What follows belongs to an exercise in optimizing a design on an open flow for small area, a short achievable clock period and few clock cycles per item; a production flow would make more cautious choices. Where RTL was checked, it was by simulation tests only, not by an equivalence proof against the original. No activity file was given, so power comes from the tool's default toggle rates.

## wip/raven
// div
module div(
    input                               clk,
    input                               resetn,
    input                               signed_div_i,
    input   [31:0]                   operand1_i,
    input   [31:0]                   operand2_i,
    input                               start_i,
    input                               annul_i,
    output  reg[63:0]          result_o,
    output  reg                         ready_o
);
localparam S_IDLE = 3'd0;
localparam S_NEG  = 3'd1;
localparam S_NORM = 3'd2;
localparam S_ITER = 3'd3;
localparam S_DONE = 3'd4;
reg [2:0]  state;
reg [31:0] rem;       
reg [32:0] dsr;       
reg [31:0] quo;
reg [4:0]  cnt;
reg [4:0]  lz_a;      
reg [4:0]  lz_b;      
reg        sa;        
reg        sb;        
wire sa_in = signed_div_i & operand1_i[31];
wire sb_in = signed_div_i & operand2_i[31];
wire b_zero = ~|operand2_i;
wire [32:0] b_ext = {sb_in, operand2_i};
wire neg_in = sa_in ^ sb_in;          
genvar k, i;
function [4:0] lzc32;
    input [31:0] v;
    input        s;
    reg [7:0] nz;
    reg [7:0] oh;
    reg [3:0] nb;
    reg [2:0] hi;
    integer n;
  ...
Size in the first run: ~1100 cells after synthesis, ~120 flip-flops, ~9300 um2 of cells after synthesis.
export LEC_CHECK = 0
export CAP_MARGIN = 20
export CORE_MARGIN = 2
export CORE_UTILIZATION = 55
export CTS_BUF_LIST = sky130_fd_sc_hd__clkbuf_8
export SETUP_SLACK_MARGIN = 1.5
export SLEW_MARGIN = 20
create_clock -name core_clock -period 5.0 [get_ports {clk}]
standard.sh (not shown) runs the stock make flow with config.mk's settings and CLKGATE_MAP_FILE= SYNTH_SCRIPT=/design/flow/synth_recipe.tcl, a recipe that flattens the netlist after the stock synthesis.
==> flow/flow/run.sh <==
#!/bin/bash
# The standard layout, with the ports buffered by buf_1 cells.
set -euo pipefail
bash standard.sh "BUFFER_PORTS_ARGS=-buffer_cell sky130_fd_sc_hd__buf_1" finish > standard_flow.log 2>&1
wip/raven reached the end of the flow, and the finished layout is clean on the timing, design-rule and antenna checks.
Testbench counts of wip/raven, summed over its fixed seeds: cycles 71,722, divisions 8,000.
The inputs of wip/xenon differ from those of wip/raven as listed below.
Settings: SETUP_SLACK_MARGIN changed from 1.5 to 1.8; CORE_UTILIZATION changed from 55 to 40.
==> flow/flow/run.sh <==
#!/bin/bash
# The standard layout, with the ports buffered by buf_2 cells.
set -euo pipefail
bash standard.sh "BUFFER_PORTS_ARGS=-buffer_cell sky130_fd_sc_hd__buf_2" finish > standard_flow.log 2>&1
### Flow results
- [wip/xenon] via count rose 312 relative to wip/raven
- Compared wip/raven against wip/xenon; multi-input combinational cell count within noise.
- Looking only at post-layout net count, and setting everything else aside, the higher value of wip/xenon and wip/raven goes to wip/xenon.
- Run comparison: wip/raven commonest non-fill, non-tap cell in the layout sky130_fd_sc_hd__buf_1; wip/xenon commonest non-fill, non-tap cell in the layout sky130_fd_sc_hd__buf_2
Edits applied to the flow inputs when going from wip/xenon to wip/tundra:
Settings: PLACE_DENSITY: unset -> 0.75; SETUP_SLACK_MARGIN: 1.8 -> 1.5; CORE_UTILIZATION: 40 -> 55.
## What came out
In the reports for wip/tundra and wip/xenon, the smaller global-route usage belongs to wip/xenon. wip/xenon reports its endpoint of the most critical setup path as rem[30] while wip/tundra reports rem[26]. [wip/tundra vs wip/xenon] worst setup slack: higher in wip/tundra. Diff wip/xenon -> wip/tundra: time the worst path needs with I/O delays and setup down 0.028 ns; post-route clock period utilization down 0.57 points; largest voltage drop on the vdd net flat.
Here is what was changed in the inputs of wip/quartz compared with wip/tundra.
Settings: PLACE_DENSITY: 0.75 -> unset.
==> flow/flow/run.sh <==
#!/bin/bash
# The standard layout, with the ports buffered by buf_2 cells and a clock tree
# without dummy loads.
set -euo pipefail
bash standard.sh "BUFFER_PORTS_ARGS=-buffer_cell sky130_fd_sc_hd__buf_2" \
  "CTS_ARGS=-sink_clustering_enable -repair_clock_nets -dont_use_dummy_load -buf_list sky130_fd_sc_hd__clkbuf_8" \
  finish > standard_flow.log 2>&1
Notes after the runs:
- Both conditions hold for wip/quartz: the flow ran to the end and the final layout passed the timing, design-rule and antenna checks.
- NOTE: share of post-route cells with drive strength above 1 in wip/quartz falls short of that of wip/tundra
- Total wire length ended up about 0.34% higher on wip/quartz than on wip/tundra.
- wip/quartz and wip/tundra ended up with nearly the same hold slack.
- Slowest library cell on the worst path = sky130_fd_sc_hd__dfxtp_1: wip/tundra; slowest library cell on the worst path = sky130_fd_sc_hd__edfxtp_1: wip/quartz
- Compared with wip/tundra, in wip/quartz number of nets in the finished design was more or less identical; required time reported for the critical path endpoint decreased by 0.04 ns relative to the old numbers; final critical-path required period now sits higher.

Another version of the RTL of div (not shown whole).
Size in the first run: about 1300 cells after synthesis, ~120 flip-flops, about 130 I/O pins, about 0.011 mm2 of cells after synthesis.
clock: 5.0 ns
lec_check: 0
cap_margin: 20
core_margin: 2
core_utilization: 40
setup_slack_margin: 2.0
slew_margin: 20
run.sh (not shown) runs the stock make flow with config.mk's settings and CLKGATE_MAP_FILE= SYNTH_SCRIPT=/design/flow/synth_recipe.tcl, a recipe that flattens the netlist after the stock synthesis.
Stock flow here: none of the scripts above is used.
Testbench counts at the start, summed over its fixed seeds: cycles 72,428, divisions 8,000.
Then changed:
--- a/flow/config.mk
+++ b/flow/config.mk
@@ -9,4 +9,3 @@
 export CORE_MARGIN = 2
 export CORE_UTILIZATION = 40
-export SETUP_SLACK_MARGIN = 2.0
 export SLEW_MARGIN = 20
After rerunning: Hold slack gets worse by 0.0072 ns; worst setup slack gets worse by 0.57 ns; register-to-register slack gets worse by 0.46 ns; global-route usage fell by 4.6 points; cell count fell by roughly a tenth; clock-buffer cell count rose by 2; utilization fell by 14 points; wire length fell by about a fifth.

Another version of the RTL of div (not shown whole).
Size in the first run: roughly 120 flip-flops, ~0.0098 mm2 of cells after synthesis.
// div
module div(
    input                               clk,
    input                               resetn,
    input                               signed_div_i,
    input   [31:0]                   operand1_i,
    input   [31:0]                   operand2_i,
    input                               start_i,
    input                               annul_i,
    output  reg[63:0]          result_o,
    output  reg                         ready_o
);
clock: 5.0 ns
lec_check: 0
cap_margin: 20
core_margin: 2
core_utilization: 55
setup_slack_margin: 1.7
slew_margin: 20
standard.sh (not shown) runs the stock make flow with config.mk's settings and CLKGATE_MAP_FILE= SYNTH_SCRIPT=/design/flow/synth_recipe.tcl, a recipe that flattens the netlist after the stock synthesis.
==> flow/flow/run.sh <==
#!/bin/bash
# The standard layout, with the ports buffered by buf_2 cells and a clock tree
# without dummy loads.
set -euo pipefail
bash standard.sh "BUFFER_PORTS_ARGS=-buffer_cell sky130_fd_sc_hd__buf_2" \
  "CTS_ARGS=-sink_clustering_enable -repair_clock_nets -dont_use_dummy_load -buf_list sky130_fd_sc_hd__clkbuf_8" \
  finish > standard_flow.log 2>&1
The first run ran to the end with no violations.
Testbench counts at the start, summed over its fixed seeds: cycles 71,183, divisions 8,000.
Next try:
- GPL_ROUTABILITY_DRIVEN: default -> 0
Result: Combinational power grows by about 2%. Die area is unchanged. Utilization is higher by 0.98 points.
Next try:
- CORE_UTILIZATION: 55 -> 50
- GPL_ROUTABILITY_DRIVEN: 0 -> default
- SETUP_SLACK_MARGIN: 1.7 -> 1.5
The new run ran to the end with no violations.
Combinational power came out lower by 5.5%.
Total power came out lower by 3.1%.
Non-clock buffer count came out lower by 11.
Count of clock-buffer cells in the layout does not change.
Routed wire length came out higher by 3.9%.
Area after synthesis does not change.
Design area came out lower by 2.3%.
Final cell count came out higher by 1.8%.

div with an RTL version that a note above also has.
Size in the first run: ~1,100 cells after synthesis, ~120 flip-flops, about 130 I/O pins, roughly 9300 um^2 of cells after synthesis.
==> flow/config.mk <==
export PLATFORM = sky130hd
export DESIGN_NAME = div
export DESIGN_NICKNAME = div
export VERILOG_FILES = /design/flow/design.v
export SDC_FILE = /design/flow/constraint.sdc
export NUM_CORES = 8
export LEC_CHECK = 0
export CAP_MARGIN = 20
export CORE_MARGIN = 2
export CORE_UTILIZATION = 56
export CTS_BUF_LIST = sky130_fd_sc_hd__clkbuf_8
export SETUP_SLACK_MARGIN = 1.5
export SLEW_MARGIN = 20
==> flow/constraint.sdc <==
create_clock -name core_clock -period 5.0 [get_ports {clk}]
set_input_delay 1.0000 -clock core_clock [delete_from_list [all_inputs] [get_ports {clk}]]
set_output_delay 1.0000 -clock core_clock [all_outputs]
set_load 0.01 [all_outputs]
==> flow/flow/run.sh <==
#!/bin/bash
# The standard layout, with the ports buffered by buf_2 cells.
set -euo pipefail
bash standard.sh "BUFFER_PORTS_ARGS=-buffer_cell sky130_fd_sc_hd__buf_2" finish > standard_flow.log 2>&1
Testbench counts at the start, summed over its fixed seeds: cycles 71,722, divisions 8,000.
Edit:
Settings changed: ABC_AREA set to 1, CORE_UTILIZATION 56 to 55.
=> Core utilization falls by 5.5 points. Cell area rises by about 0.35%. Power falls by about 10%.
Edit:
Settings changed: ABC_AREA 1 to unset.
Result: The changed run ran to the end with no violations; die area fell by about 6%; hold slack hardly moves; routed wire length decreases by about 9%; core utilization goes up by 3.3 points; count of clock-buffer cells in the layout is unchanged; register-to-register slack got worse by 100 ps; worst setup slack is worse by 100 ps; maximum frequency came out lower by about 3%.
Edit:
Settings changed: CORE_UTILIZATION 55 to 40.
The new run completed with no timing, DRC or antenna violations; routed wire length climbs by 3.9%; synthesized area is unchanged; register-to-register slack loses 90 ps; maximum frequency drops by 2.5%.

The RTL this note starts from:
==> flow/design.v <==
module div(
    input                               clk,
    input                               resetn,
    input                               signed_div_i,
    input   [31:0]                   operand1_i,
    input   [31:0]                   operand2_i,
    input                               start_i,
    input                               annul_i,
    output  reg[63:0]          result_o,
    output  reg                         ready_o
);
localparam S_IDLE = 3'd0;
localparam S_NEG  = 3'd1;
localparam S_NORM = 3'd2;
localparam S_ITER = 3'd3;
localparam S_DONE = 3'd4;
reg [2:0]  state;
reg [31:0] rem;       
reg [32:0] dsr;       
reg [31:0] quo;
reg [4:0]  cnt;
reg [4:0]  lz_a;      
reg [4:0]  lz_b;      
reg        sa;        
reg        sb;        
wire sa_in = signed_div_i & operand1_i[31];
wire sb_in = signed_div_i & operand2_i[31];
wire b_zero = ~|operand2_i;
wire [32:0] b_ext = {sb_in, operand2_i};
wire neg_first = sa_in & ~sb_in;      
genvar k, i;
function [4:0] lzc32;
    input [31:0] v;
    input        s;
    reg [7:0] nz;
    reg [7:0] oh;
    reg [3:0] nb;
    reg [2:0] hi;
    integer n;
    begin
        for (n = 0; n < 8; n = n + 1)
            nz[n] = s ? ~&v[4*n +: 4] : |v[4*n +: 4];
        for (n = 0; n < 8; n = n + 1)
            oh[n] = nz[n] & ~|(nz >> (n + 1));
        nb = 4'd0;
        hi = 3'd0;
        for (n = 0; n < 8; n = n + 1) begin
            nb = nb | ({4{oh[n]}} & v[4*n +: 4]);
            hi = hi | ({3{oh[n]}} & (3'd7 - n[2:0]));
        end
        nb = nb ^ {4{s}};
        lzc32 = {hi, ~nb[3] & ~nb[2], ~nb[3] & (nb[2] | ~nb[1])};
    end
endfunction
wire [31:0] wa = sa_in ? {~operand1_i[30:0], 1'b1} : operand1_i;
wire [31:0] wb = {operand2_i[31:1], ~sb_in};
wire [7:0] nz_a, nz_b, nz_b_above;
generate
    for (k = 0; k < 8; k = k + 1) begin : nib
        assign nz_a[k] = |wa[4*k+3:4*k];
        assign nz_b[k] = sb_in ? ~&wb[4*k+3:4*k] : |wb[4*k+3:4*k];
        if (k == 7) begin : top
            assign nz_b_above[k] = 1'b0;
        end else begin : below
            assign nz_b_above[k] = |nz_b[7:k+1];
        end
    end
endgenerate
wire small_in = ~|(nz_a & ~nz_b_above);
wire [4:0] sg = lz_b & ~lz_a;
wire [4:0] sp = lz_b | ~lz_a;
wire [4:0] sc;      
assign sc[0] = 1'b1;
assign sc[1] = sg[0] | sp[0];
assign sc[2] = sg[1] | sp[1] & (sg[0] | sp[0]);
assign sc[3] = sg[2] | sp[2] & sg[1] | sp[2] & sp[1] & (sg[0] | sp[0]);
assign sc[4] = sg[3] | sp[3] & sg[2] | sp[3] & sp[2] & sg[1]
             | sp[3] & sp[2] & sp[1] & (sg[0] | sp[0]);
wire [4:0] first = (lz_b ^ sc) ^ ~lz_a;
wire        sub = sa | ~sb;      
wire        neg_q = sa ^ sb;     
wire        rem_s = sa & rem[31];
wire [33:0] x = {rem_s, rem_s, rem};
wire [33:0] y = {dsr[32], dsr};
wire [33:0] g0 = x & y;
wire [33:0] p0 = x | y;
wire [33:0] gg [0:6];
wire [33:0] pp [0:6];
assign gg[0] = g0;
assign pp[0] = p0;
generate
    for (k = 0; k < 6; k = k + 1) begin : ks
        for (i = 0; i < 34; i = i + 1) begin : kb
            if (i >= (1 << k)) begin : comb
                assign gg[k+1][i] = gg[k][i] | (pp[k][i] & gg[k][i - (1 << k)]);
                assign pp[k+1][i] = pp[k][i] & pp[k][i - (1 << k)];
            end else begin : pass
                assign gg[k+1][i] = gg[k][i];
                assign pp[k+1][i] = pp[k][i];
            end
        end
    end
endgenerate
wire [33:0] gt = gg[6];
wire [33:0] pt = pp[6];
wire [33:0] carry = {gt[32:0] | (pt[32:0] & {33{sub}}), sub};
wire [33:0] sum = (x ^ carry) ^ y;
wire neg_le = (x[33] ^ gt[32]) ^ y[33];
wire take = sa ? neg_le : ~sum[33];
always @(*) begin
    result_o = {rem[31:0], quo};
    ready_o  = (state == S_DONE);
end
always @(posedge clk) begin
    lz_a  <= lzc32(wa, 1'b0);
    lz_b  <= lzc32(wb, sb_in);
    sa    <= sa_in;
    sb    <= sb_in;
    case (state)
        S_IDLE:  dsr <= b_ext ^ {33{sa_in | ~sb_in}};
        S_NEG:   dsr <= ~sum[32:0];     
        S_NORM:  dsr <= (dsr << first) | ~({33{1'b1}} << first) & {33{sub}};
        default: dsr <= {dsr[32], dsr[32:1]};
    endcase
    if (state == S_NORM) cnt <= first;
    else                 cnt <= cnt - 5'd1;
    case (state)
        S_IDLE:  quo <= 32'd0;
        S_NEG:   quo <= 32'd0;
        S_NORM:  quo <= {32{neg_q & take}};
        default: quo <= {quo[30:0], take ^ neg_q};
    endcase
    case (state)
        S_IDLE:  rem <= (b_zero | neg_first) ? 32'd0 : operand1_i;
        S_NEG:   rem <= operand1_i;
        S_NORM:  if (take & neg_q) rem <= sum[31:0];
        S_ITER:  if (take) rem <= sum[31:0];
        default: ;
    endcase
    if (resetn == 1'b0) begin
        state <= S_IDLE;
    end else begin
        case (state)
            S_IDLE: begin
                if (start_i && !annul_i) begin
                    if (b_zero)         state <= S_DONE;
                    else if (neg_first) state <= S_NEG;
                    else if (small_in)  state <= S_DONE;
                    else                   state <= S_NORM;
                end
            end
            S_NEG: begin
                if (annul_i)       state <= S_IDLE;
                else if (small_in) state <= S_DONE;     
                else               state <= S_NORM;
            end
            S_NORM: begin
                if (annul_i)    state <= S_IDLE;
                else if (!take) state <= S_DONE;     
                else            state <= S_ITER;
            end
            S_ITER: begin
                if (annul_i)           state <= S_IDLE;
                else if (cnt == 5'd0)  state <= S_DONE;
            end
            default: state <= S_IDLE;
        endcase
    end
end
endmodule
export LEC_CHECK = 0
export CAP_MARGIN = 20
export CORE_MARGIN = 2
export CORE_UTILIZATION = 40
export CTS_CLUSTER_DIAMETER = 150
export CTS_CLUSTER_SIZE = 60
export SETUP_SLACK_MARGIN = 1.2
export SLEW_MARGIN = 20
create_clock -name core_clock -period 5.0 [get_ports {clk}]
Scripts as last shown in full above: flow/flow/run.sh
Then changed:
CTS_CLUSTER_DIAMETER = not set   (was 150)
CTS_CLUSTER_SIZE = not set   (was 60)
What happened: Synthesized cell count is unchanged. Synthesized area is unchanged. Fmax is unchanged. Clock-buffer cell count is unchanged. Total power is unchanged. Die area stays the same. Sequential share of layout area does not change. Critical path depth is unchanged.
No functional check of the RTL was part of any run of this note.

pepper:
div, a different RTL version from the one above (not shown whole).
For scale: ~120 flip-flops, roughly 130 I/O pins, ~0.010 mm² of cells after synthesis.
export LEC_CHECK = 0
export CAP_MARGIN = 20
export CORE_MARGIN = 2
export CORE_UTILIZATION = 40
export SETUP_SLACK_MARGIN = 1.2
export SLEW_MARGIN = 20
create_clock -name core_clock -period 5.0 [get_ports {clk}]
Scripts as last shown in full above: flow/flow/run.sh
Per the final summary, pepper finished and its layout is clean on timing, DRC and antenna.
Input changes introduced in fjord (baseline for comparison: pepper):
Settings: removing SETUP_SLACK_MARGIN (formerly 1.2).
==> flow/run.sh (new file) <==
#!/bin/bash
# synth_recipe.tcl (not shown) runs the flow's synth.tcl, then flattens the netlist and writes it again
# the make line also repeats each setting of config.mk as NAME=value (left out here)
make -C /OpenROAD-flow-scripts/flow DESIGN_CONFIG=/design/flow/config.mk WORK_HOME=/design/flow/orfs CLKGATE_MAP_FILE= SYNTH_SCRIPT=/design/flow/synth_recipe.tcl finish
removed: flow/flow/run.sh
removed: flow/standard.sh
### Flow results
- fjord ran to completion and came out clean on the timing, design-rule and antenna checks.
- Looking at logic gate share of total power, fjord sits 0.6 points higher than pepper does.
- Arrival time at the worst endpoint, fjord and pepper: lower on pepper
- Sort fjord and pepper by design area, ascending, and pepper comes first.
- Internal power component, fjord and pepper: higher on fjord
- In terms of power in sequential cells, pepper and fjord differ only marginally.
- Changes observed in fjord relative to pepper: register share of the cell area shrank by 1.1 points; final setup slack of the worst path shrank by 0.30 ns; non-clock buffer count shrank by 4.2%.
- Shortest clock period the worst path allows after layout in fjord is 0.30 ns above pepper.
- Status: hold slack parity (pepper, fjord)
### fjord -> garnet
Settings: putting SETUP_SLACK_MARGIN at 1.6 where nothing was set.
## What came out
garnet: no failed stages, no open violations at the end. met4 as the top routing layer in use was reported by fjord, and met5 by garnet. Compare fjord and garnet | inverter count higher: garnet. garnet against fjord: utilization now sits higher; layout cell share with drive strength beyond 1 now sits higher. | critical path arrival | garnet vs fjord | 0.58 ns lower |. [compare] base=fjord new=garnet: global-route usage higher; portion of the clock cycle consumed by the worst path in the final layout lower; first-iteration DRC count higher; final instance area higher; setup slack higher.
No run of this note included a check of the RTL's function; only the layout flow was run.

## what the ideal ports hide
Ports are ideal in the flow. The routed layouts listed here were re-timed in OpenROAD.
Step 1, drivers: a clkbuf_16 drives clk and a buf_2 each remaining input, both assumed.
Step 2 times the ports against the registers' clock, not the clock port: input delays grow and output delays shrink by t, the midpoint of the rising clock arrivals with the driver on.
Three values: no drivers, after step 1, after step 2; two values: the first two.
run | t (ns) | setup WS [ns] | clock arrival spread, ns
wip/raven | 0.489 | 1.534 / 1.534 / 1.257 | 0.017 / 0.017
wip/xenon | 0.496 | 1.514 / 1.514 / 1.454 | 0.016 / 0.015
wip/tundra | 0.506 | 1.543 / 1.543 / 1.163 | 0.015 / 0.015
wip/quartz | 0.471 | 1.494 / 1.495 / 1.282 | 0.034 / 0.033
the first run of note 2 | 0.487 | 0.994 / 1.010 / 0.523 | 0.012 / 0.011
the second run of note 2 | 0.477 | 0.426 / 0.447 / -0.030 | 0.010 / 0.010
the first run of note 3 | 0.498 | 1.728 / 1.728 / 1.294 | 0.047 / 0.048
the second run of note 3 | 0.485 | 1.747 / 1.747 / 1.294 | 0.034 / 0.034
the third run of note 3 | 0.491 | 1.589 / 1.601 / 1.109 | 0.045 / 0.045
the first run of note 4 | 0.490 | 1.458 / 1.458 / 1.227 | 0.017 / 0.018
the second run of note 4 | 0.502 | 1.667 / 1.667 / 1.343 | 0.012 / 0.012
the third run of note 4 | 0.495 | 1.566 / 1.566 / 1.259 | 0.017 / 0.016
the fourth run of note 4 | 0.512 | 1.478 / 1.478 / 1.143 | 0.021 / 0.021
the first run of note 5 | 0.478 | 1.227 / 1.227 / 1.187 | 0.013 / 0.013
the second run of note 5 | 0.478 | 1.227 / 1.227 / 1.187 | 0.013 / 0.013
pepper | 0.483 | 1.288 / 1.288 / 0.970 | 0.016 / 0.016
fjord | 0.469 | 0.989 / 0.989 / 0.666 | 0.015 / 0.015
garnet | 0.478 | 1.586 / 1.586 / 1.201 | 0.011 / 0.012
Met with ideal ports but missed after step 2: setup timing in the second run of note 2. The setup slack of the third run of note 3, which loses most, moves by +0.012 ns with the drivers and by -0.480 ns with both steps.
